Background: an optimization exercise with open tools, aiming at small area. Do not read the settings as production practice. RTL that was checked went through simulation tests only; none was proved equivalent to the original. Function not checked in runs 3 to 7: the RTL went through the layout flow alone. The clock port is modelled as an ideal driver, which makes a skipped or thinned clock tree look cheaper than it is; a real chip needs a root buffer or a tree. Power figures rest on the tool's default switching activity, not on a simulated workload.

## flow/design.v

```verilog
module Filter(input CLK,
              input RST,
              input IN,
              output [7:0] OUT);
  reg x, y1;
  reg  [6:0] ph;
  wire first    = ~(ph[0] | ph[2] | ph[3] | ph[4]);
  wire last_in  = ~(ph[1] | ph[2] | ph[5] | ph[6]);
  wire out_edge = ph[0] & ~(ph[1] | ph[2] | ph[6]);
  wire ph_fb    = ph[3] ^ ph[6] ^ last_in;
  reg [4:0] acc;
  reg       flag;
  wire       inc = y1 ? (~x & ~last_in) : IN;
  wire [5:0] sum = {1'b0, acc} + {5'd0, inc};
  always @(posedge CLK or negedge RST) begin
    if (!RST) begin
      x <= 1'b0;
      y1 <= 1'b0;
      ph <= 7'b1000010;
      acc[0] <= 1'b0;
      flag <= 1'b0;
    end else begin
      x <= IN;
      y1 <= x;
      ph <= {ph[5:0], ph_fb};
      acc[0] <= out_edge ? (y1 & ~x) : sum[0];
      flag <= ~first & (flag | (sum[5] & ~out_edge));
    end
  end
  always @(posedge CLK) begin
    acc[4:1] <= first ? {3'd0, acc[0] & inc} : sum[4:1];
  end
  assign OUT = {7'd0, first & flag};
endmodule
```

## flow/flow/run.sh

```bash
#!/bin/bash
# Standard ORFS layout with these changes:
#  - one shared tie cell for the constant outputs (no per-port tie duplication)
#  - port buffers use the smallest buffer cell
#  - clock tree without dummy loads; after CTS the clock port drives the leaf
#    clock buffers directly, and logic cells get their smallest drive strength
#    (flow/post_cts.tcl)
set -euo pipefail
here=$(pwd)
CTS="-sink_clustering_enable -repair_clock_nets -dont_use_dummy_load -buf_list sky130_fd_sc_hd__clkbuf_4 -root_buf sky130_fd_sc_hd__clkbuf_4"
bash standard.sh SKIP_REPAIR_TIE_FANOUT=1 \
  "BUFFER_PORTS_ARGS=-buffer_cell sky130_fd_sc_hd__buf_1" \
  "CTS_ARGS=$CTS" "POST_CTS_TCL=$here/flow/post_cts.tcl" finish > standard.log 2>&1
```

## flow/flow/post_cts.tcl

```tcl
# Runs at the end of ORFS's CTS step (POST_CTS_TCL).

set block [ord::get_db_block]
set clk_net [$block findNet CLK]
set loads {}
foreach it [$clk_net getITerms] {
  if {[$it isInputSignal]} { lappend loads $it }
}
if {[llength $loads] == 1} {
  set root [[lindex $loads 0] getInst]
  set out_net ""
  foreach it [$root getITerms] {
    if {[$it isOutputSignal]} { set out_net [$it getNet] }
  }
  set sinks [llength [$out_net getITerms]]
  if {[string match "*clkbuf*" [[$root getMaster] getName]] && $sinks <= 5} {
    puts "post_cts: removing clock root buffer [$root getName]"
    remove_buffers [get_cells [$root getName]]
  }
}

# 2. Give every logic cell the smallest drive strength of its function.
proc cell_area {name} {
  set m [[ord::get_db] findMaster $name]
  if {$m eq "NULL"} { return -1 }
  return [expr {[$m getWidth] * [$m getHeight]}]
}
set dont_use $::env(DONT_USE_CELLS)
foreach inst [$block getInsts] {
  set master [[$inst getMaster] getName]
  if {[$inst isFixed]} { continue }
  if {![regexp {^(sky130_fd_sc_hd__[a-z0-9]+)_([0-9]+)$} $master -> base drive]} { continue }
  if {[string match "*clkbuf*" $base] || [string match "*tap*" $base] || [string match "*conb*" $base]} { continue }
  set best $master
  set best_area [cell_area $master]
  foreach d {0 1 2 4} {
    set cand ${base}_$d
    if {$cand eq $master || [lsearch -exact $dont_use $cand] >= 0} { continue }
    set a [cell_area $cand]
    if {$a > 0 && $a < $best_area} { set best $cand; set best_area $a }
  }
  if {$best ne $master} {
    puts "post_cts: [$inst getName] $master -> $best"
    replace_cell [$inst getName] $best
  }
}

estimate_parasitics -placement
repair_design
repair_timing -setup -hold
detailed_placement
check_placement -verbose
report_worst_slack -max
report_worst_slack -min
```

## flow/standard.sh

```bash
#!/bin/bash
# synth_recipe.tcl (not shown) runs the flow's synth.tcl, then flattens the netlist and writes it again
# the make line also repeats each setting of config.mk as NAME=value (left out here)
make -C /OpenROAD-flow-scripts/flow DESIGN_CONFIG=/design/flow/config.mk WORK_HOME=/design/flow/orfs CLKGATE_MAP_FILE= SYNTH_SCRIPT=/design/flow/synth_recipe.tcl "${@:-finish}"
```

## flow/config.mk

```make
export PLATFORM = sky130hd
export DESIGN_NAME = Filter
export DESIGN_NICKNAME = Filter
export VERILOG_FILES = /design/flow/design.v
export SDC_FILE = /design/flow/constraint.sdc
export NUM_CORES = 4
export LEC_CHECK = 0
export CAP_MARGIN = 20
export CORE_AREA = 4 4 64 64
export DIE_AREA = 0 0 68 68
export SLEW_MARGIN = 20
```

## flow/constraint.sdc

```tcl
create_clock -name core_clock -period 20.0 [get_ports {CLK}]
set_input_delay 4.0000 -clock core_clock [delete_from_list [all_inputs] [get_ports {CLK}]]
set_output_delay 4.0000 -clock core_clock [all_outputs]
set_load 0.01 [all_outputs]
```

==> results of run 1 <==
-- metal layers --
layer | global-route usage (%) | part of all wire, % | vias to the layer above
li1 | - | - | 154
met1 | 5.11 | 53 | 152
met2 | 6.98 | 40 | 5
met3 | 1.97 | 6.7 | 0
met4 | 0.744 | 0 | 0
met5 | 0 | 0 | -
-- worst register-to-register path: cells and delay by family (launching register included) --
family          cells  cell delay [ps]
xor+xnor            1              150
simple gates        3              450
fa+ha+maj           2              430
compound gates      1              130
flops               1              420
-- per-stage QoR --
stage / std cells / instance area (um^2) / worst slack [ps]
6_report: 92 / 614 / 14360
5_1_grt: 92 / 614 / 14130
3_5_place_dp: 90 / 626 / 14820
3_3_place_gp: 90 / 626 / 14840
2_1_floorplan: 48 / 609 / 15000
-- registers in the layout, summed over array words and instances (netlist names) --
name	flops
flag	1
x	1
ph	7
y1	1
acc	5
-- power breakdown --
group	switching (mW)	internal (mW)	total, mW	leakage (nW)
logic	0.00533	0.00617	0.0115	0.0767
registers	0.00350	0.0362	0.0397	0.148
clock network	0.00695	0.00477	0.0117	0.00920
total	0.0158	0.0471	0.0629	0.233
-- worst paths after layout --
kind | endpoint | cells after the start | from
max in group asynchronous | acc[0] | 1 | RST
min in group asynchronous | ph[0] | 1 | RST
setup reg to reg | acc[4] | 7 | ph[2]
hold reg to reg | y1 | 0 | x
setup / recovery | OUT[0] | 3 | ph[2]
hold / removal | y1 | 0 | x
-- placed cells by master (no fill, tap or decap) --
master    count
nand2b_1      1
or4b_1        1
o21ai_0       1
mux2_2        1
and2_1        1
conb_1        1
nand2_1       1
xnor2_1       3
nor4_1        2
dfxtp_1       4
nor3_1        1
clkbuf_4      2
dfstp_2       2
a41oi_1       1
dfrtp_1       9
inv_1         1
ha_1          2
and3_1        1
nand3_1       1
o22ai_1       1
nor2_1        5
buf_1         3
xor2_1        1
-- kinds of logic after synthesis --
logic type	Yosys count	share of synthesized area (%)
adder cells (fa/ha/maj)	2	4.11
flip-flops	15	58.7
AO/OA/AOI/OAI	3	4.52
buffers and inverters	8	9.24
XOR/XNOR	4	5.75
multiplexers	1	1.85
other	1	0.615
AND/OR/NAND/NOR	14	15.2
-- final cells by class --
cell class / count / area share (%)
Clock buffer: 2 / 2.44
Inverter: 1 / 0.611
Sequential cell: 15 / 58.2
Multi-Input combinational cell: 25 / 27.5
Timing Repair Buffer: 3 / 1.83
Tap cell: 46 / 9.37
==> impl_metrics.json, run 1 <==
{
  "status": "timing/DRC/antenna clean",
  "power.density_nw_per_um2": 102,
  "drtIter0Drc": 1,
  "vdd_ir_drop_max_uv": 54.9,
  "yosysTopAreaCell": "dfrtp_1",
  "cp.required_ps": 16000,
  "synth_commonest_cells": "9 x dfrtp_1, 7 x buf_4, 5 x nor2_1, 4 x dfxtp_1, 3 x xnor2_1",
  "multi_input_area_um2": 169,
  "area_growth_pct": 0.821,
  "rsz0062_at_grt": "no",
  "worst-endpoint-arrival_ps": 1640,
  "synth-edff-count": 0,
  "finalPower_mw": 0.0629,
  "setup_viol": 0,
  "worst_path_max_delay_cell": "nor4_1",
  "min_period_over_period_pct": 28.2,
  "ys_types": 23,
  "max_freq_mhz": 177,
  "rrSetupSlack_ps": 18280,
  "synth_seq_cells": 15,
  "ant_nets": 0,
  "clock_latency_ps": 140,
  "remaining_drc_errors": 0,
  "syn_avg_cell_area_um2": 12.7,
  "cap_violations": 0,
  "grtUsageTotal_pct": 4.24,
  "port_buffers": 3,
  "hold_class": "reg -> reg",
  "ys.warnings.count": 1,
  "vias_per_cell": 3.38,
  "fillerInstances": 390,
  "worstSetupPathType": "reg -> out",
  "finalMaxSlewViolations": 0,
  "crit_chain": "nor4_1 -> and2_1 -> buf_1",
  "leakagePower_nw": 0.233,
  "hold_violations": 0,
  "fin_tns_setup_ps": 0,
  "initial_core_util_pct": 17.8,
  "ys_seq_area_share_pct": 58.7,
  "core_area_um2": 3420,
  "path_buf_inv": 1,
  "fin_nets": 53,
  "end_kind": "output port",
  "cpPeakStageDelay_ps": 720,
  "die_h_um": 68,
  "yosysTopAreaCellShare_pct": 37.0,
  "synth.most_common_cell": "dfrtp_1",
  "crit_family": "simple AND/OR/NAND/NOR gates",
  "clk_pin_slew_ps": 80,
  "drt-total-wl_um": 781,
  "cts_sinks": 15,
  "worst_hold_slack_ps": 375,
  "place_congestion": 0.761,
  "vias": 311,
  "drive_above_1_share_pct": 10.9,
  "die_area_um2": 4620,
  "synthesis.nets": 53,
  "wl_per_cell_um": 8.49,
  "slew_headroom_pct": 46.7,
  "period_minus_slack_ps": 5640,
  "synth_cells": 48,
  "skew_ps": 2.29,
  "antenna_found_initial": 0,
  "drt-pass1-iter-count": 2,
  "grt_pass1_wl_um": 1460,
  "n_antenna_cell": 0,
  "post-route-util_pct": 18.0,
  "grt_max_degree": 12,
  "fp.dieW_um": 68,
  "async_flop_share_pct": 73.3,
  "startpoint_type": "register",
  "syn_area_um2": 609,
  "fp-row-count": 21,
  "synthFlopType": "dfrtp_1",
  "netlist_top_cells_area": "dfrtp_1 37%, dfxtp_1 13%, buf_4 8.6%",
  "tightest_slew_ps": 792,
  "grt_pass1_vias": 345,
  "overflow": 0,
  "worstPathMaxFanout": 6,
  "ios": 11,
  "register_area_um2": 358
}
==> run 2: changes to the inputs <==
--- a/flow/config.mk
+++ b/flow/config.mk
@@ -6,6 +6,6 @@
 export NUM_CORES = 4
 export LEC_CHECK = 0
 export CAP_MARGIN = 20
-export CORE_AREA = 4 4 64 64
-export DIE_AREA = 0 0 68 68
+export CORE_MARGIN = 2
+export CORE_UTILIZATION = 40
 export SLEW_MARGIN = 20
==> impl_metrics.json, run 2 <==
{
  "grt_pass1_wl_um": 1200,
  "drt-total-wl_um": 673,
  "combPwrFrac_pct": 18.6,
  "grtUsageTotal_pct": 9.27,
  "ios": 11,
  "synth.most_common_cell": "dfrtp_1",
  "fp.dieW_um": 43.0,
  "reg.largest.list": "ph (7), acc (5)",
  "yosysTopAreaCellShare_pct": 37.0,
  "place_congestion": 0.593,
  "layout_common_cells": "9 x dfrtp_1, 5 x nor2_1, 4 x dfxtp_1, 3 x xnor2_1, 3 x buf_1",
  "netlist_top_cells_area": "dfrtp_1 37%, dfxtp_1 13%, buf_4 8.6%",
  "setup_viol": 0,
  "core_area_um2": 1470,
  "switching_share_pct": 24.1,
  "syn_area_um2": 609,
  "rsz0062_at_grt": "no",
  "period_minus_slack_ps": 5670,
  "drive_above_1_share_pct": 10.9,
  "end_kind": "output port",
  "cap_violations": 0,
  "startpoint_type": "register",
  "drtIter0Drc": 2,
  "port_buffers": 3,
  "hold_violations": 0,
  "fp-row-count": 14,
  "ys_seq_area_share_pct": 58.7,
  "initial_core_util_pct": 41.4,
  "wl_per_cell_um": 10.9,
  "remaining_drc_errors": 0,
  "grt_pass1_vias": 303,
  "power.density_nw_per_um2": 108,
  "regMostFlops": "ph",
  "fin_tns_setup_ps": 0,
  "antenna_found_initial": 0,
  "max_freq_mhz": 176,
  "vias": 305,
  "ys.warnings.count": 1,
  "synth_commonest_cells": "9 x dfrtp_1, 7 x buf_4, 5 x nor2_1, 4 x dfxtp_1, 3 x xnor2_1",
  "cts_sinks": 15,
  "leakagePower_nw": 0.233,
  "worst-endpoint-arrival_ps": 1670,
  "worstSetupPathType": "reg -> out",
  "ant_nets": 0,
  "die_h_um": 43.0,
  "drt-pass1-iter-count": 4,
  "worstPathMaxFanout": 6,
  "clock_latency_ps": 140,
  "slew_headroom_pct": 44.5,
  "ys_types": 23,
  "vias_per_cell": 4.92,
  "grt_max_degree": 12,
  "largest_reg_flops": 7,
  "n_antenna_cell": 0,
  "async_flop_share_pct": 73.3,
  "clockPowerShare_pct": 17.8,
  "yosysTopAreaCell": "dfrtp_1",
  "min_period_over_period_pct": 28.3,
  "cp.required_ps": 16000,
  "hold_class": "reg -> reg",
  "synthesis.nets": 53,
  "clk_pin_slew_ps": 70,
  "synth_seq_cells": 15,
  "area_growth_pct": -5.34,
  "synth-edff-count": 0,
  "p_switching_mw": 0.0149,
  "fin_nets": 53,
  "status": "timing/DRC/antenna clean",
  "internal-power_mw": 0.0471,
  "post-route-util_pct": 39.2,
  "die_area_um2": 1850,
  "final_common_cell": "dfrtp_1",
  "skew_ps": 7.60,
  "synthFlopType": "dfrtp_1",
  "vdd_ir_drop_max_uv": 51.0,
  "overflow": 0,
  "synth_cells": 48,
  "power_frac_seq_pct": 63.7,
  "syn_avg_cell_area_um2": 12.7,
  "finalMaxSlewViolations": 0,
  "tightest_slew_ps": 825
}
[run 2: metrics by stage]
stage                     cells  worst slack, ps  hold WS, ps  instance area (um^2)  power (mW)
after floorplan              48            15000          346                   609      0.0509
after global placement       60            14840          350                   588      0.0522
after detailed placement     60            14820          359                   588      0.0526
after global routing         62            14200          391                   577      0.0670
final                        62            14330          371                   577      0.0620
[run 2: path summary, 6_finish.rpt]
path / start / end / slack [ps] / depth (start not counted)
setup / recovery: ph[2] / OUT[0] / 14330 / 3
hold / removal: x / y1 / 370 / 0
setup reg to reg: ph[2] / acc[4] / 18280 / 7
hold reg to reg: x / y1 / 370 / 0
max in group asynchronous: RST / ph[6] / 15830 / 1
min in group asynchronous: RST / ph[3] / 3800 / 1
[run 2: cells by family after synthesis]
| kind of cell | Yosys count | synth area share (%) |
|---|---|---|
| DFF | 15 | 58.7 |
| other | 1 | 0.615 |
| xor gates and xnor gates | 4 | 5.75 |
| AOI/OAI and AO/OA | 3 | 4.52 |
| buffers and inverters | 8 | 9.24 |
| adders and majority gates | 2 | 4.11 |
| and+or+nand+nor | 14 | 15.2 |
| muxes | 1 | 1.85 |
[run 2: power by group through the flow]
stage	Sequential (mW)	Clock, mW	Combinational (mW)
6_report	0.0395	0.0110	0.0115
3_3_place_gp	0.0404	0	0.0118
3_5_place_dp	0.0406	0	0.0121
5_1_grt	0.0403	0.0129	0.0137
2_1_floorplan	0.0399	0	0.0111
[run 2: routing by layer]
metal  up-vias  part of all wire, %  GRT usage [%]
li1        151                    -              -
met1       147                   49           11.0
met2         4                   41           13.6
met3         3                  6.2           2.55
met4         0                  3.1           7.88
met5         -                    0              0
[run 2: final cells by class]
class	count	area, um^2
Multi-Input combinational cell	25	169
Sequential cell	15	358
Fill cell	154	895
Timing Repair Buffer	3	11.3
Tap cell	16	20.0
Clock buffer	2	15.0
Inverter	1	3.75
[run 2: worst max-delay path, cell delays in order, from the launching register on]
cell     delay, ps
dfrtp_1        420
nor4_1         740
and2_1         230
buf_1          150
==> run 3: changes to the inputs <==
==> flow/design.v (replaced) <==
module Filter(input CLK,
              input RST,
              input IN,
              output [7:0] OUT);
  reg x, y1, y2;
  reg       ph;
  reg [5:0] cnt;
  reg [4:0] acc;
  reg       flag;
  wire [6:0] cnt_inc = {1'b0, cnt} + {6'd0, ~ph};
  wire       last = cnt_inc[6];           
  wire ea = IN & ~y1 & ~last;
  wire eb = y2 & ~y1 & ~last;
  wire [4:0] base = ph ? 5'd0 : acc;
  wire [5:0] sum  = {1'b0, base} + {5'd0, ea} + {5'd0, eb};
  always @(posedge CLK or negedge RST) begin
    if (!RST) begin
      x <= 1'b0;
      y1 <= 1'b0;
      y2 <= 1'b0;
      ph <= 1'b1;
      cnt <= 6'd0;
      flag <= 1'b0;
    end else begin
      x <= IN;
      y1 <= x;
      y2 <= y1;
      ph <= last;
      cnt <= cnt_inc[5:0];
      flag <= (flag & ~ph) | sum[5];
    end
  end
  always @(posedge CLK) begin
    acc <= sum[4:0];
  end
  assign OUT = {7'd0, ph & flag};
endmodule
==> flow/flow/run.sh (replaced) <==
#!/bin/bash
# Standard ORFS layout with three changes:
#  - one shared tie cell for the constant outputs (no per-port tie duplication)
#  - port buffers use the smallest buffer cell
#  - clock tree without dummy loads
set -euo pipefail
CTS="-sink_clustering_enable -repair_clock_nets -dont_use_dummy_load"
bash standard.sh SKIP_REPAIR_TIE_FANOUT=1 \
  "BUFFER_PORTS_ARGS=-buffer_cell sky130_fd_sc_hd__buf_1" \
  "CTS_ARGS=$CTS" finish > standard.log 2>&1
removed: flow/flow/post_cts.tcl
==> impl_metrics.json, run 3 <==
{
  "syn_avg_cell_area_um2": 11.5,
  "synth.most_common_cell": "dfrtp_1",
  "syn_area_um2": 669,
  "cts.htree.levels": 1,
  "cts_buffer_depth": 2,
  "synthesis.nets": 65,
  "synth_seq_cells": 16,
  "ys_types": 20,
  "clockPowerShare_pct": 22.4,
  "internal-power_mw": 0.0524,
  "postCtsSetupRepairBufs": 0,
  "cp.required_ps": 16000,
  "slew_headroom_pct": 62.9,
  "ys_seq_area_share_pct": 56.3,
  "min_period_over_period_pct": 25.6,
  "drtIter0Drc": 3,
  "synth-edff-count": 0,
  "fin_nets": 66,
  "port_buffers": 3,
  "clk_pin_slew_ps": 90,
  "finalMaxSlewViolations": 0,
  "rsz0062_at_grt": "no",
  "yosysTopAreaCell": "dfrtp_1",
  "reg.largest.list": "cnt (6), acc (5)",
  "vdd_ir_drop_max_uv": 58.2,
  "vias_per_cell": 4.51,
  "synth_cells": 58,
  "clockRootBuffer": "clkbuf_4",
  "overflow": 0,
  "worst-endpoint-arrival_ps": 1120,
  "drt-pass1-iter-count": 2,
  "ys.warnings.count": 1,
  "fin_tns_setup_ps": 0,
  "place_congestion": 0.720,
  "fp-row-count": 14,
  "cts_resized": 0,
  "setup_viol": 0,
  "layout_common_cells": "10 x dfrtp_1, 6 x nand2_1, 5 x dfxtp_1, 4 x xor2_1, 4 x nor2_1",
  "dp_slack_ps": 14840,
  "regMostFlops": "cnt",
  "grt_pass1_vias": 340,
  "ant_nets": 0,
  "tightest_slew_ps": 556,
  "combPwrFrac_pct": 17.5,
  "fp.dieW_um": 44.9,
  "numCtsBuffers": 3,
  "startpoint_type": "register",
  "worst_hold_slack_ps": 358,
  "worstPathMaxFanout": 5,
  "die_h_um": 44.9,
  "cap_violations": 0,
  "cts_sinks": 16,
  "grtUsageTotal_pct": 10.4,
  "leakagePower_nw": 0.291,
  "synth_commonest_cells": "10 x dfrtp_1, 7 x buf_4, 6 x nand2_1, 5 x dfxtp_1",
  "vias": 329,
  "hold_class": "reg -> reg",
  "power.density_nw_per_um2": 106,
  "largest_reg_flops": 6,
  "hold_violations": 0,
  "cts_tree": "done",
  "grt_max_degree": 12,
  "switching_share_pct": 26.6,
  "antenna_found_initial": 0,
  "drt-total-wl_um": 765,
  "final_common_cell": "dfrtp_1",
  "period_minus_slack_ps": 5120,
  "netlist_top_cells_area": "dfrtp_1 37%, dfxtp_1 15%, buf_4 7.9%",
  "worstSetupPathType": "reg -> out",
  "finalPower_mw": 0.0714,
  "die_area_um2": 2020,
  "ios": 11,
  "end_kind": "output port",
  "skew_ps": 5.65,
  "wl_per_cell_um": 10.5,
  "fin_ws_ps": 14880,
  "yosysTopAreaCellShare_pct": 37.4,
  "core_area_um2": 1540,
  "synthFlopType": "dfrtp_1",
  "power_frac_seq_pct": 60.1,
  "n_antenna_cell": 0,
  "async_flop_share_pct": 68.8,
  "initial_core_util_pct": 43.4,
  "hpwl_um": 568,
  "cts_hold_buf": 0,
  "grt_pass1_wl_um": 1400,
  "max_freq_mhz": 195,
  "status": "timing/DRC/antenna clean",
  "p_switching_mw": 0.0190,
  "clock_latency_ps": 270,
  "drive_above_1_share_pct": 10.5,
  "remaining_drc_errors": 0,
  "area_growth_pct": 0.187
}
run 3: cell types whose count changed after synthesis, moves of 2 or more:
cell | previous run | this run
xor2_1 | 1 | 4
nand2_1 | 1 | 6
inv_1 | 1 | 3
nand3_1 | 1 | 3
run 3: per-layer routing:
metal  track usage, %  routed length (um)  up-vias
li1                 -                   -      173
met1             13.9                 413      150
met2             13.3                 308        6
met3             4.80                  44        0
met4             7.06                   0        0
met5                0                   0        -
run 3: layout make-up:
type	instances	area, um^2
inverter	3	11.3
sequential	16	377
tap	16	20.0
timing repair buffer	3	11.3
fill	155	871
clock buffer	3	22.5
multi-input combinational	32	229
run 3: cells by family (layout without fill, tap and decap cells):
group	after synthesis	in the layout	synth area share, %
AOI/OAI and AO/OA	2	2	2.62
xor gates and xnor gates	7	7	9.16
adders and majority gates	4	4	8.60
buffers and inverters	10	9	9.53
DFF	16	16	56.3
other	1	1	0.560
and+or+nand+nor	18	18	13.3
run 3: power by group through the flow:
stage               Combinational, mW  Clock, mW  Sequential, mW
floorplan                      0.0117          0          0.0426
global placement               0.0123          0          0.0434
detailed placement             0.0128          0          0.0434
CTS                            0.0127     0.0164          0.0429
global route                   0.0147     0.0183          0.0438
finish                         0.0125     0.0160          0.0429
run 3: per-stage QoR:
stage | instance area [um^2] | util, % | cells
after floorplan | 669 | - | 58
after global placement | 648 | 42.0 | 70
after detailed placement | 648 | 42.0 | 70
after CTS | 671 | 43.5 | 73
after global routing | 671 | 43.5 | 73
final | 671 | 43.5 | 73
run 3: critical path, stage by stage, from the launching register on:
cell,delay (ps)
dfstp_2,580
and2_1,130
buf_1,140
run 3: worst paths after layout:
kind | start | end | slack [ps] | cells past startpoint
min in group asynchronous | RST | y2 | 3680 | 1
worst max register to register | ph | acc[4] | 17470 | 12
worst min-delay path | x | y1 | 360 | 0
worst max-delay path | ph | OUT[0] | 14880 | 2
worst min register to register | x | y1 | 360 | 0
max in group asynchronous | RST | cnt[2] | 15960 | 1
==> run 4: changes to the inputs <==
==> flow/design.v (replaced) <==
module Filter(input CLK,
              input RST,
              input IN,
              output [7:0] OUT);
  reg x, y1;
  reg       ph;
  reg [5:0] cnt;
  wire [6:0] cnt_inc = {1'b0, cnt} + {6'd0, ~ph};
  wire       last_in = cnt_inc[6];    
  reg [5:0] acc;
  reg       dec;
  wire inc = y1 ? (~x & ~last_in) : (IN & ~ph);
  wire [5:0] acc_next = ph ? {5'd0, y1 & ~x} : acc + {5'd0, inc};
  always @(posedge CLK or negedge RST) begin
    if (!RST) begin
      x <= 1'b0;
      y1 <= 1'b0;
      ph <= 1'b0;
      cnt <= 6'd0;
      acc <= 6'd0;
      dec <= 1'b0;
    end else begin
      x <= IN;
      y1 <= x;
      ph <= last_in;
      cnt <= cnt_inc[5:0];
      acc <= acc_next;
      dec <= ph & acc[5];
    end
  end
  assign OUT = {7'd0, dec};
endmodule
==> impl_metrics.json, run 4 <==
{
  "worstHoldEndpoint": "y1",
  "n_antenna_cell": 0,
  "end_kind": "register",
  "hold_class": "reg -> reg",
  "dp_slack_ps": 14770,
  "setup_viol": 0,
  "hpwl_um": 652,
  "ys.warnings.count": 1,
  "ios": 11,
  "max_freq_mhz": 203,
  "power.density_nw_per_um2": 106,
  "numCtsBuffers": 3,
  "vias_per_cell": 4.85,
  "place_inst": 72,
  "hold_violations": 0,
  "yosysTopAreaCell": "dfrtp_1",
  "grt_pass1_wl_um": 1650,
  "grt_pass1_vias": 384,
  "synth_cells": 60,
  "cts_sinks": 16,
  "worst-endpoint-arrival_ps": 5090,
  "synthFlopType": "dfrtp_1",
  "vdd_ir_drop_max_uv": 52.2,
  "cts_resized": 0,
  "cp.required_ps": 20170,
  "worstRegToRegCells": 11,
  "fin_nets": 67,
  "die_area_um2": 2120,
  "grt_max_degree": 17,
  "reg2reg_to": "acc[4]",
  "fp.dieW_um": 46.0,
  "overflow": 0,
  "async_flop_share_pct": 100,
  "core_area_um2": 1690,
  "leakagePower_nw": 0.307,
  "layout_common_cells": "16 x dfrtp_1, 6 x nor2_1",
  "worstSetupPathType": "in -> reg",
  "yosysTopAreaCellShare_pct": 56.6,
  "grtUsageTotal_pct": 12.2,
  "status": "timing/DRC/antenna clean",
  "worstPathMaxFanout": 2,
  "syn_avg_cell_area_um2": 11.8,
  "place_congestion": 0.683,
  "synth_seq_cells": 16,
  "cts_buffer_depth": 2,
  "ant_nets": 0,
  "final_common_cell": "dfrtp_1",
  "postCtsSetupRepairBufs": 0,
  "synthesis.nets": 67,
  "fp-row-count": 15,
  "fin_ws_ps": 15070,
  "cts.htree.levels": 1,
  "cap_violations": 0,
  "rsz0062_at_grt": "no",
  "stdcell_count": 75,
  "reg.largest.list": "acc (6), cnt (6)",
  "hold_depth": 0,
  "antenna_found_initial": 0,
  "fillerInstances": 164,
  "drt-pass1-iter-count": 2,
  "dpl_cell_area_um2": 679,
  "tightest_slew_ps": 850,
  "clockRootBuffer": "clkbuf_4",
  "port_buffers": 3,
  "rrSetupSlack_ps": 17810,
  "drt-total-wl_um": 913,
  "cts_hold_buf": 0,
  "startpoint_type": "primary input",
  "cts_tree": "done",
  "ys_types": 18,
  "vias": 364,
  "period_minus_slack_ps": 4930,
  "min_period_over_period_pct": 24.6,
  "syn_area_um2": 707,
  "finalMaxSlewViolations": 0,
  "synth.most_common_cell": "dfrtp_1",
  "synth-edff-count": 0,
  "ys_seq_area_share_pct": 56.6,
  "remaining_drc_errors": 0,
  "netlist_top_cells_area": "dfrtp_1 57%, buf_4 8.5%, ha_1 7.1%",
  "rr_startpoint": "ph",
  "fin_area_um2": 702,
  "area_growth_pct": -0.708,
  "wl_per_cell_um": 12.2,
  "drive_above_1_share_pct": 10.3,
  "fin_tns_setup_ps": 0,
  "drtIter0Drc": 3,
  "skew_ps": 5.55,
  "clock_latency_ps": 280,
  "slew_headroom_pct": 43.3,
  "clk_pin_slew_ps": 90,
  "synth_commonest_cells": "16 x dfrtp_1, 8 x buf_4, 6 x nor2_1",
  "die_h_um": 46.0,
  "initial_core_util_pct": 41.9,
  "holdCritStartpoint": "x"
}
## run 4: power breakdown
group          switching [mW]  leakage, nW  internal (mW)
Combinational         0.00765        0.103        0.00661
Sequential            0.00517        0.190         0.0388
Clock                 0.00916       0.0138        0.00698
Total                  0.0220        0.307         0.0524
## run 4: how the worst max path moves through the flow
stage | startpoint | endpoint | slack [ps] | cells after the start
final | IN | acc[4] | 15070 | 8
after global routing | IN | acc[4] | 14940 | 8
after CTS | IN | acc[4] | 15070 | 8
after detailed placement | IN | acc[4] | 14770 | 8
after global placement | IN | acc[4] | 14790 | 8
after floorplan | IN | acc[4] | 14960 | 7
## run 4: kinds of logic (layout without fill, tap and decap cells)
| family | after synthesis | count (layout) | synth area share, % |
|---|---|---|---|
| and+or+nand+nor | 19 | 19 | 14.0 |
| DFF | 16 | 16 | 56.6 |
| buffers and inverters | 10 | 8 | 9.56 |
| xor gates and xnor gates | 7 | 7 | 8.67 |
| adders and majority gates | 4 | 4 | 7.08 |
| AOI/OAI and AO/OA | 3 | 3 | 3.54 |
| other | 1 | 1 | 0.530 |
## run 4: final cells by class
class	count	area, um^2	area share, %
Clock buffer	3	22.5	3.21
Inverter	2	7.51	1.07
Timing Repair Buffer	3	11.3	1.60
Tap cell	17	21.3	3.03
Sequential cell	16	400	57.0
Multi-Input combinational cell	34	239	34.0
## run 4: worst max-delay path, stage by stage
cell	delay [ps]
buf_1	80
inv_1	50
o32ai_1	260
ha_1	230
ha_1	200
nand3_1	100
xor2_1	130
nor2_1	50
## run 4: metal layers
| metal | share of wire, % | vias up | global-route usage [%] |
|---|---|---|---|
| met1 | 47 | 170 | 13.4 |
| met5 | 0 | - | 0 |
| met3 | 6.1 | 2 | 7.54 |
| met2 | 46 | 8 | 18.6 |
| met4 | 0.99 | 0 | 5.14 |
| li1 | - | 184 | - |
## run 4: through the flow
stage               total power, mW  hold slack, ps  utilization, %
CTS                          0.0760             381            41.6
detailed placement           0.0590             361            40.2
global route                 0.0805             388            41.6
global placement             0.0577             363            40.2
finish                       0.0744             374            41.6
floorplan                    0.0557             346               -
==> run 5: changes to the inputs <==
==> flow/flow/run.sh (replaced) <==
#!/bin/bash
# Standard ORFS layout with three changes:
#  - one shared tie cell for the constant outputs (no per-port tie duplication)
#  - port buffers use the smallest buffer cell
#  - clock tree without dummy loads
set -euo pipefail
CTS="-sink_clustering_enable -repair_clock_nets -dont_use_dummy_load -sink_clustering_size 30 -sink_clustering_max_diameter 200 -buf_list sky130_fd_sc_hd__clkbuf_4 -root_buf sky130_fd_sc_hd__clkbuf_4"
bash standard.sh SKIP_REPAIR_TIE_FANOUT=1 \
  "BUFFER_PORTS_ARGS=-buffer_cell sky130_fd_sc_hd__buf_1" \
  "CTS_ARGS=$CTS" finish > standard.log 2>&1
==> impl_metrics.json, run 5 <==
{
  "cts.htree.levels": 1,
  "cts_tree": "done",
  "worst_path_max_delay_cell": "o32ai_1",
  "cts_sinks": 16,
  "final_common_cell": "dfrtp_1",
  "rr_startpoint": "ph",
  "port_buffers": 3,
  "remaining_drc_errors": 0,
  "syn_avg_cell_area_um2": 11.8,
  "yosysTopAreaCell": "dfrtp_1",
  "register_area_um2": 400,
  "synth_commonest_cells": "16 x dfrtp_1, 8 x buf_4, 6 x nor2_1",
  "worstRegToRegCells": 11,
  "synth.most_common_cell": "dfrtp_1",
  "yosys.area_share.xor_xnor_pct": 8.67,
  "switching_share_pct": 29.5,
  "grt_max_degree": 17,
  "worstSetupPathType": "in -> reg",
  "die_area_um2": 2120,
  "holdCritStartpoint": "x",
  "cts_hold_buf": 0,
  "fin_ws_ps": 15070,
  "netlist_top_cells_area": "dfrtp_1 57%, buf_4 8.5%, ha_1 7.1%",
  "fin_nets": 67,
  "grtUsageTotal_pct": 12.2,
  "numCtsBuffers": 3,
  "period_minus_slack_ps": 4930,
  "synth_compound_gate_area_share_pct": 3.54,
  "setup_viol": 0,
  "multi_input_area_um2": 239,
  "synthSimpleGateAreaFrac_pct": 14.0,
  "rrSetupSlack_ps": 17810,
  "async_flop_share_pct": 100,
  "synth-edff-count": 0,
  "drt-total-wl_um": 913,
  "leakagePower_nw": 0.307,
  "worstPathMaxFanout": 2,
  "vias": 364,
  "grt_pass1_wl_um": 1650,
  "cpPeakStageDelay_ps": 260,
  "min_period_over_period_pct": 24.6,
  "fp.dieW_um": 46.0,
  "yosysTopAreaCellShare_pct": 56.6,
  "synthAdderAreaFrac_pct": 7.08,
  "vdd_ir_drop_max_uv": 52.2,
  "fin_tns_setup_ps": 0,
  "rsz0062_at_grt": "no",
  "drt-pass1-iter-count": 2,
  "postCtsSetupRepairBufs": 0,
  "hpwl_um": 652,
  "fin_area_um2": 702,
  "startpoint_type": "primary input",
  "status": "timing/DRC/antenna clean",
  "end_kind": "register",
  "max_freq_mhz": 203,
  "synth_cells": 60,
  "core_area_um2": 1690,
  "clock_latency_ps": 280,
  "power_frac_seq_pct": 59.1,
  "synthesis.nets": 67,
  "initial_core_util_pct": 41.9,
  "overflow": 0,
  "cts_buffer_depth": 2,
  "ys.warnings.count": 1,
  "hold_class": "reg -> reg",
  "worstHoldEndpoint": "y1",
  "n_antenna_cell": 0,
  "synth_top_family_by_area": "simple AND/OR/NAND/NOR gates",
  "cap_violations": 0,
  "cp.required_ps": 20170,
  "area_growth_pct": -0.708,
  "clockRootBuffer": "clkbuf_4",
  "power.density_nw_per_um2": 106,
  "reg.largest.list": "acc (6), cnt (6)",
  "finalPower_mw": 0.0744,
  "internal-power_mw": 0.0524,
  "cp_common_cell": "ha_1",
  "p_switching_mw": 0.0220,
  "grt_pass1_vias": 384,
  "dpl_cell_area_um2": 679,
  "ys_seq_area_share_pct": 56.6,
  "hold_depth": 0,
  "skew_ps": 5.55,
  "dp_slack_ps": 14770,
  "crit_chain": "buf_1 -> inv_1 -> o32ai_1 -> ha_1 -> ha_1 -> nand3_1 -> xor2_1 -> nor2_1",
  "cts_resized": 0,
  "vias_per_cell": 4.85,
  "clockPowerShare_pct": 21.7,
  "combPwrFrac_pct": 19.2,
  "fillerInstances": 164,
  "place_congestion": 0.683,
  "die_h_um": 46.0,
  "hold_violations": 0,
  "wl_per_cell_um": 12.2,
  "syn_area_um2": 707,
  "slew_headroom_pct": 43.3,
  "antenna_found_initial": 0,
  "worst-endpoint-arrival_ps": 5090,
  "synth_seq_cells": 16,
  "drive_above_1_share_pct": 10.3,
  "synthFlopType": "dfrtp_1",
  "fp-row-count": 15,
  "clk_pin_slew_ps": 90,
  "reg2reg_to": "acc[4]",
  "synth.area.mux_share_pct": 0,
  "ant_nets": 0,
  "post-route-util_pct": 41.6,
  "finalMaxSlewViolations": 0,
  "drtIter0Drc": 3,
  "tightest_slew_ps": 850,
  "ios": 11,
  "layout_common_cells": "16 x dfrtp_1, 6 x nor2_1",
  "ys_types": 18
}
run 5: worst max path at each step:
stage,startpoint,end,slack (ps),cells past startpoint
CTS,IN,acc[4],15070,8
global placement,IN,acc[4],14790,8
detailed placement,IN,acc[4],14770,8
floorplan,IN,acc[4],14960,7
finish,IN,acc[4],15070,8
global route,IN,acc[4],14940,8
run 5: metrics by stage:
step,hold slack [ps],cells
floorplan,346,60
global placement,363,72
detailed placement,361,72
CTS,381,75
global route,388,75
finish,374,75
run 5: logic make-up (layout without fill, tap and decap cells):
family / count (synthesis) / after routing
buffers and inverters: 10 / 8
adders and majority gates: 4 / 4
DFF: 16 / 16
xor gates and xnor gates: 7 / 7
AOI/OAI and AO/OA: 3 / 3
other: 1 / 1
and+or+nand+nor: 19 / 19
run 5: routing by layer:
| layer | routed length, um | global-route usage (%) | vias up |
|---|---|---|---|
| li1 | - | - | 184 |
| met1 | 431 | 13.4 | 170 |
| met2 | 416 | 18.6 | 8 |
| met3 | 56 | 7.54 | 2 |
| met4 | 9 | 5.14 | 0 |
| met5 | 0 | 0 | - |
run 5: layout make-up:
type / instances / area share (%)
Clock buffer: 3 / 3.21
Inverter: 2 / 1.07
Multi-Input combinational cell: 34 / 34.0
Sequential cell: 16 / 57.0
Tap cell: 17 / 3.03
Timing Repair Buffer: 3 / 1.60
run 5: power by group through the flow:
stage	Sequential [mW]	Combinational [mW]	Clock [mW]
detailed placement	0.0448	0.0142	0
global placement	0.0446	0.0131	0
global route	0.0451	0.0167	0.0186
CTS	0.0442	0.0148	0.0171
finish	0.0440	0.0143	0.0161
floorplan	0.0434	0.0123	0
run 5: critical path: cells and delay by family:
kind / cells / cell delay, ps
fa+ha+maj: 2 / 430
compound gates: 1 / 260
simple gates: 2 / 150
buf+inv: 2 / 130
xor+xnor: 1 / 130
==> run 6: changes to the inputs <==
==> flow/design.v (replaced) <==
module Filter(input CLK,
              input RST,
              input IN,
              output [7:0] OUT);
  reg x, y1;
  reg  [6:0] ph;
  wire last_in  = ~(ph[1] | ph[2] | ph[5] | ph[6]);
  wire out_edge = ph[0] & ~(ph[1] | ph[2] | ph[6]);
  wire ph_fb    = ph[3] ^ ph[6] ^ last_in;
  reg [5:0] acc;
  reg       dec;
  wire inc = y1 ? (~x & ~last_in) : (IN & ~out_edge);
  wire [5:0] acc_next = out_edge ? {5'd0, y1 & ~x} : acc + {5'd0, inc};
  always @(posedge CLK or negedge RST) begin
    if (!RST) begin
      x <= 1'b0;
      y1 <= 1'b0;
      ph <= 7'b1000010;
      acc <= 6'd0;
      dec <= 1'b0;
    end else begin
      x <= IN;
      y1 <= x;
      ph <= {ph[5:0], ph_fb};
      acc <= acc_next;
      dec <= out_edge & acc[5];
    end
  end
  assign OUT = {7'd0, dec};
endmodule
==> flow/flow/run.sh (replaced) <==
#!/bin/bash
# Standard ORFS layout with three changes:
#  - one shared tie cell for the constant outputs (no per-port tie duplication)
#  - port buffers use the smallest buffer cell
#  - clock tree without dummy loads
set -euo pipefail
CTS="-sink_clustering_enable -repair_clock_nets -dont_use_dummy_load"
bash standard.sh SKIP_REPAIR_TIE_FANOUT=1 \
  "BUFFER_PORTS_ARGS=-buffer_cell sky130_fd_sc_hd__buf_1" \
  "CTS_ARGS=$CTS" finish > standard.log 2>&1
==> impl_metrics.json, run 6 <==
{
  "ios": 11,
  "fin_tns_setup_ps": 0,
  "async_flop_share_pct": 100,
  "drive_above_1_share_pct": 15.7,
  "reg.largest.list": "ph (7), acc (6)",
  "final_common_cell": "dfrtp_1",
  "die_h_um": 44.5,
  "rsz0062_at_grt": "no",
  "tightest_slew_ps": 860,
  "synthFlopType": "dfrtp_1",
  "yosysTopAreaCell": "dfrtp_1",
  "min_period_over_period_pct": 24.2,
  "worst_path_max_delay_cell": "ha_1",
  "initial_core_util_pct": 43.1,
  "netlist_top_cells_area": "dfrtp_1 53%, buf_4 9.1%, dfstp_2 8.0%",
  "hpwl_um": 562,
  "grt_max_degree": 17,
  "ys.warnings.count": 1,
  "syn_area_um2": 657,
  "startpoint_type": "primary input",
  "leakagePower_nw": 0.267,
  "period_minus_slack_ps": 4830,
  "slew_headroom_pct": 42.6,
  "clk_pin_slew_ps": 90,
  "yosysTopAreaCellShare_pct": 53.3,
  "overflow": 0,
  "fp.dieW_um": 44.5,
  "cts_buffer_depth": 2,
  "synth.most_common_cell": "dfrtp_1",
  "crit_family": "adder cells",
  "fin_nets": 58,
  "fin_area_um2": 651,
  "cts.htree.levels": 1,
  "synth-edff-count": 0,
  "cap_violations": 0,
  "grt_pass1_vias": 305,
  "cpPeakStageDelay_ps": 210,
  "clock_latency_ps": 280,
  "worstPathMaxFanout": 3,
  "drt-pass1-iter-count": 3,
  "cts_resized": 0,
  "hold_class": "reg -> reg",
  "cp.required_ps": 20160,
  "cts_tree": "done",
  "synth_commonest_cells": "14 x dfrtp_1, 8 x buf_4, 4 x nor2_1, 3 x nand2_1, 3 x nand3_1",
  "path_buf_inv": 1,
  "drt-total-wl_um": 791,
  "core_area_um2": 1520,
  "cp_common_cell": "ha_1",
  "synthesis.nets": 58,
  "power.density_nw_per_um2": 109,
  "fillerInstances": 141,
  "port_buffers": 3,
  "ant_nets": 0,
  "remaining_drc_errors": 0,
  "worstSetupPathType": "in -> reg",
  "clockRootBuffer": "clkbuf_4",
  "postCtsSetupRepairBufs": 0,
  "vias": 340,
  "hold_violations": 0,
  "regMostFlops": "ph",
  "worst_hold_slack_ps": 328,
  "layout_common_cells": "14 x dfrtp_1, 4 x nor2_1",
  "vdd_ir_drop_max_uv": 49.8,
  "wl_per_cell_um": 11.8,
  "drtIter0Drc": 5,
  "antenna_found_initial": 0,
  "place_congestion": 0.662,
  "end_kind": "register",
  "max_freq_mhz": 207,
  "fp-row-count": 14,
  "numCtsBuffers": 3,
  "synth_seq_cells": 16,
  "grt_pass1_wl_um": 1390,
  "vias_per_cell": 5.07,
  "cts_hold_buf": 0,
  "die_area_um2": 1980,
  "cts_sinks": 16,
  "area_growth_pct": -0.952,
  "largest_reg_flops": 7,
  "n_antenna_cell": 0,
  "syn_avg_cell_area_um2": 12.4,
  "worst-endpoint-arrival_ps": 4990,
  "crit_chain": "buf_1 -> nand2_1 -> o22ai_1 -> ha_1 -> ha_1 -> nand3_1 -> xor2_1 -> nor2_1",
  "status": "timing/DRC/antenna clean",
  "ys_seq_area_share_pct": 61.3,
  "synth_cells": 53,
  "dpl_cell_area_um2": 628,
  "skew_ps": 18.6,
  "setup_viol": 0,
  "finalPower_mw": 0.0709,
  "ys_types": 22,
  "grtUsageTotal_pct": 10.7,
  "finalMaxSlewViolations": 0
}
-- run 6: cell types whose count changed after synthesis, moves of 2 or more --
cell     before  now
dfrtp_1      16   14
dfstp_2       0    2
ha_1          4    2
inv_1         2    0
nor2_1        6    4
xor2_1        4    2
-- run 6: logic make-up after synthesis --
family                   synth area share [%]
other                                   0.571
flip-flops                               61.3
buffers and inverters                    9.14
XOR/XNOR                                 5.33
adder cells (fa/ha/maj)                  3.81
AO/OA/AOI/OAI                            3.24
AND/OR/NAND/NOR                          16.6
-- run 6: cell type report --
cell class | instances | area, um^2 | area share, %
tap | 16 | 20.0 | 3.08
timing repair buffer | 3 | 11.3 | 1.73
multi-input combinational | 29 | 194 | 29.8
sequential | 16 | 403 | 61.9
clock buffer | 3 | 22.5 | 3.46
-- run 6: stage by stage --
| stage | setup slack [ps] | cells | util [%] |
|---|---|---|---|
| 6_report | 15170 | 67 | 42.7 |
| 4_1_cts | 15170 | 67 | 42.7 |
| 3_3_place_gp | 14890 | 64 | 41.2 |
| 3_5_place_dp | 14870 | 64 | 41.2 |
| 5_1_grt | 15090 | 67 | 42.7 |
| 2_1_floorplan | 15070 | 53 | - |
-- run 6: report_power, final --
part           internal (mW)  total [mW]  switching (mW)
clock network        0.00696      0.0156         0.00861
logic                0.00693      0.0131         0.00621
registers             0.0381      0.0422         0.00414
-- run 6: per-layer routing --
layer	share of wire, %	global-route usage, %	vias up
met2	42	11.9	6
li1	-	-	166
met4	0	5.45	0
met3	3.9	7.76	0
met5	0	0	-
met1	54	14.7	168
-- run 6: final timing paths --
check	cells past startpoint	slack, ps	to	start
worst max register to register	8	17960	acc[4]	ph[2]
worst min register to register	0	330	ph[5]	ph[4]
worst min-delay path	0	330	ph[5]	ph[4]
max in group asynchronous	1	15650	y1	RST
min in group asynchronous	1	3800	ph[0]	RST
worst max-delay path	8	15170	acc[4]	IN
==> run 7: changes to the inputs <==
==> flow/flow/run.sh (replaced) <==
#!/bin/bash
# Standard ORFS layout with these changes:
#  - one shared tie cell for the constant outputs (no per-port tie duplication)
#  - port buffers use the smallest buffer cell
#  - clock tree without dummy loads
#  - power recovery (downsizing cells with slack) after global routing
set -euo pipefail
CTS="-sink_clustering_enable -repair_clock_nets -dont_use_dummy_load -sink_clustering_size 30 -sink_clustering_max_diameter 200 -buf_list sky130_fd_sc_hd__clkbuf_8 -root_buf sky130_fd_sc_hd__clkbuf_8"
bash standard.sh SKIP_REPAIR_TIE_FANOUT=1 RECOVER_POWER=100 \
  "BUFFER_PORTS_ARGS=-buffer_cell sky130_fd_sc_hd__buf_1" \
  "CTS_ARGS=$CTS" finish > standard.log 2>&1
==> impl_metrics.json, run 7 <==
{
  "status": "timing/DRC/antenna clean",
  "overflow": 0,
  "holdCritStartpoint": "ph[4]",
  "grtUsageTotal_pct": 10.7,
  "use_met2_pct": 11.9,
  "end_kind": "register",
  "cap_violations": 0,
  "ant_nets": 0,
  "synthSimpleGateAreaFrac_pct": 16.6,
  "rr_startpoint": "ph[2]",
  "power_frac_seq_pct": 54.8,
  "vdd_ir_drop_max_uv": 50.7,
  "vias": 338,
  "regMostFlops": "ph",
  "drt-total-wl_um": 798,
  "fp-row-count": 14,
  "synthFlopType": "dfrtp_1",
  "synth_top_family_by_area": "simple AND/OR/NAND/NOR gates",
  "hpwl_um": 562,
  "setup_viol": 0,
  "netlist_top_cells_area": "dfrtp_1 53%, buf_4 9.1%, dfstp_2 8.0%",
  "worst_path_max_delay_cell": "ha_1",
  "hold_violations": 0,
  "ios": 11,
  "clockPowerShare_pct": 29.6,
  "yosysTopAreaCell": "dfrtp_1",
  "cp.required_ps": 20100,
  "fin_ws_ps": 15130,
  "combPwrFrac_pct": 15.6,
  "largest_reg_flops": 7,
  "cpPeakStageDelay_ps": 210,
  "yosys.area_share.xor_xnor_pct": 5.33,
  "min_period_over_period_pct": 24.4,
  "clockRootBuffer": "clkbuf_8",
  "core_area_um2": 1520,
  "grt_pass1_wl_um": 1390,
  "reg.largest.list": "ph (7), acc (6)",
  "yosysTopAreaCellShare_pct": 53.3,
  "area_growth_pct": 0.762,
  "antenna_found_initial": 0,
  "worst_hold_slack_ps": 332,
  "leakagePower_nw": 0.270,
  "synthAdderAreaFrac_pct": 3.81,
  "drtIter0Drc": 7,
  "final_common_cell": "dfrtp_1",
  "period_minus_slack_ps": 4870,
  "crit_start": "IN",
  "switching_share_pct": 25.6,
  "synth.most_common_cell": "dfrtp_1",
  "ys.warnings.count": 1,
  "crit_chain": "buf_1 -> nand2_1 -> o22ai_1 -> ha_1 -> ha_1 -> nand3_1 -> xor2_1 -> nor2_1",
  "syn_area_um2": 657,
  "fin_nets": 58,
  "synth.area.mux_share_pct": 0,
  "remaining_drc_errors": 0,
  "endpoint": "acc[4]",
  "port_buffers": 3,
  "synth_cells": 53,
  "vias_per_cell": 5.04,
  "reg2reg_to": "acc[4]",
  "cts_tree": "done",
  "max_freq_mhz": 205,
  "hold_class": "reg -> reg",
  "clk_pin_slew_ps": 60,
  "postCtsSetupRepairBufs": 0,
  "top_usage_layer": "met1",
  "dp_slack_ps": 14870,
  "slew_headroom_pct": 42.7,
  "drive_above_1_share_pct": 11.8,
  "finalMaxSlewViolations": 0,
  "power.density_nw_per_um2": 117,
  "p_switching_mw": 0.0198,
  "ys_types": 22,
  "numCtsBuffers": 3,
  "worstSetupPathType": "in -> reg",
  "cts_hold_buf": 0,
  "worst-endpoint-arrival_ps": 4980,
  "rrSetupSlack_ps": 17970,
  "wl_per_cell_um": 11.9,
  "place_congestion": 0.662,
  "use_met3_pct": 7.76,
  "worstRegToRegCells": 8,
  "die_h_um": 44.5,
  "synthesis.nets": 58,
  "syn_avg_cell_area_um2": 12.4,
  "cts.htree.levels": 1,
  "rsz0062_at_grt": "no",
  "synth_seq_cells": 16,
  "gr-usage-met1_pct": 14.7,
  "tightest_slew_ps": 859,
  "async_flop_share_pct": 100,
  "drt-pass1-iter-count": 2,
  "worstPathMaxFanout": 3,
  "initial_core_util_pct": 43.1,
  "internal-power_mw": 0.0573,
  "synth_compound_gate_area_share_pct": 3.24,
  "layout_common_cells": "14 x dfrtp_1, 4 x nor2_1, 3 x nand2_1, 3 x nand3_1, 3 x clkbuf_8",
  "n_antenna_cell": 0,
  "cp_common_cell": "ha_1",
  "cts_buffer_depth": 2,
  "grt_max_degree": 17,
  "synth_commonest_cells": "14 x dfrtp_1, 8 x buf_4, 4 x nor2_1, 3 x nand2_1, 3 x nand3_1",
  "startpoint_type": "primary input",
  "grt_pass1_vias": 305,
  "synth-edff-count": 0,
  "cts_sinks": 16,
  "fin_tns_setup_ps": 0,
  "fp.dieW_um": 44.5,
  "clock_latency_ps": 250,
  "ys_seq_area_share_pct": 61.3,
  "skew_ps": 11.5,
  "cts_resized": 0,
  "die_area_um2": 1980
}
[run 7: cell counts after synthesis]
No cell type changed its count.
[run 7: worst max-delay path: cells and delay by family]
kind                     cells  cell delay, ps
buffers and inverters        1              90
AO/OA/AOI/OAI                1             130
AND/OR/NAND/NOR              3             210
XOR/XNOR                     1             150
adder cells (fa/ha/maj)      2             400
[run 7: how the worst min path moves through the flow]
| stage | to | slack, ps | cells after the start |
|---|---|---|---|
| after floorplan | ph[5] | 330 | 0 |
| after global placement | ph[5] | 330 | 0 |
| after detailed placement | ph[5] | 330 | 0 |
| after CTS | ph[5] | 340 | 0 |
| after global routing | ph[5] | 360 | 0 |
| final | ph[5] | 330 | 0 |
[run 7: layout make-up]
cell class	instances	area, um^2
fill	140	862
multi-input combinational	29	186
tap	16	20.0
timing repair buffer	3	11.3
sequential	16	403
clock buffer	3	41.3
[run 7: per-layer routing]
layer | vias up | wire length, um
met4 | 0 | 0
met2 | 8 | 330
met1 | 163 | 421
met5 | - | 0
li1 | 167 | -
met3 | 0 | 46
[run 7: cells by family after synthesis]
kind of cell / after synthesis
flip-flops: 16
buffers and inverters: 8
adder cells (fa/ha/maj): 2
AO/OA/AOI/OAI: 4
AND/OR/NAND/NOR: 18
other: 1
XOR/XNOR: 4
[run 7: through the flow]
stage | std cells | utilization, % | total power [mW] | area, um^2
3_5_place_dp | 64 | 41.2 | 0.0560 | 628
6_report | 67 | 43.4 | 0.0771 | 662
4_1_cts | 67 | 43.9 | 0.0793 | 669
5_1_grt | 67 | 43.4 | 0.0834 | 662
2_1_floorplan | 53 | - | 0.0541 | 657
3_3_place_gp | 64 | 41.2 | 0.0557 | 628
[run 7: power groups by stage]
stage	Sequential, mW	Combinational, mW	Clock [mW]
2_1_floorplan	0.0420	0.0121	0
3_3_place_gp	0.0427	0.0131	0
3_5_place_dp	0.0427	0.0133	0
4_1_cts	0.0423	0.0133	0.0237
5_1_grt	0.0432	0.0142	0.0260
6_report	0.0423	0.0120	0.0228

[what the ideal ports hide]
In the flow no input, the clock included, has a driving cell. The finished layouts below were timed again as built, in two steps.
Step 1 assumes that a clkbuf_16 drives the clock port and a buf_2 every other input.
Step 2 adds t to the input delays and takes it off the output delays; t is the mean of the earliest and latest rising clock arrival at the registers after step 1. Input paths then give back, and output paths get back, about the clock's delay inside the block.
Slacks: ideal / step 1 / step 2; pairs: ideal / step 1.
| run | t, ns | slack for setup (ns) | hold slack, ns | worst setup path after step 2 | worst slew at a driven data input, ns |
|---|---|---|---|---|---|
| run 1 | 0.164 | 14.359 / 14.337 / 14.501 | 0.375 / 0.375 / 0.375 | register to output | 0.04 |
| run 2 | 0.163 | 14.330 / 14.305 / 14.468 | 0.371 / 0.371 / 0.371 | register to output | 0.03 |
| run 3 | 0.289 | 14.876 / 14.859 / 14.844 | 0.358 / 0.358 / 0.358 | input to register | 0.03 |
| run 4 | 0.295 | 15.075 / 15.071 / 14.776 | 0.374 / 0.374 / 0.374 | input to register | 0.03 |
| run 5 | 0.295 | 15.075 / 15.071 / 14.776 | 0.374 / 0.374 / 0.374 | input to register | 0.03 |
| run 6 | 0.287 | 15.169 / 15.166 / 14.878 | 0.328 / 0.328 / 0.328 | input to register | 0.03 |
| run 7 | 0.260 | 15.126 / 15.125 / 14.865 | 0.332 / 0.332 / 0.332 | input to register | 0.03 |
After both steps setup and hold are still met in every run listed.
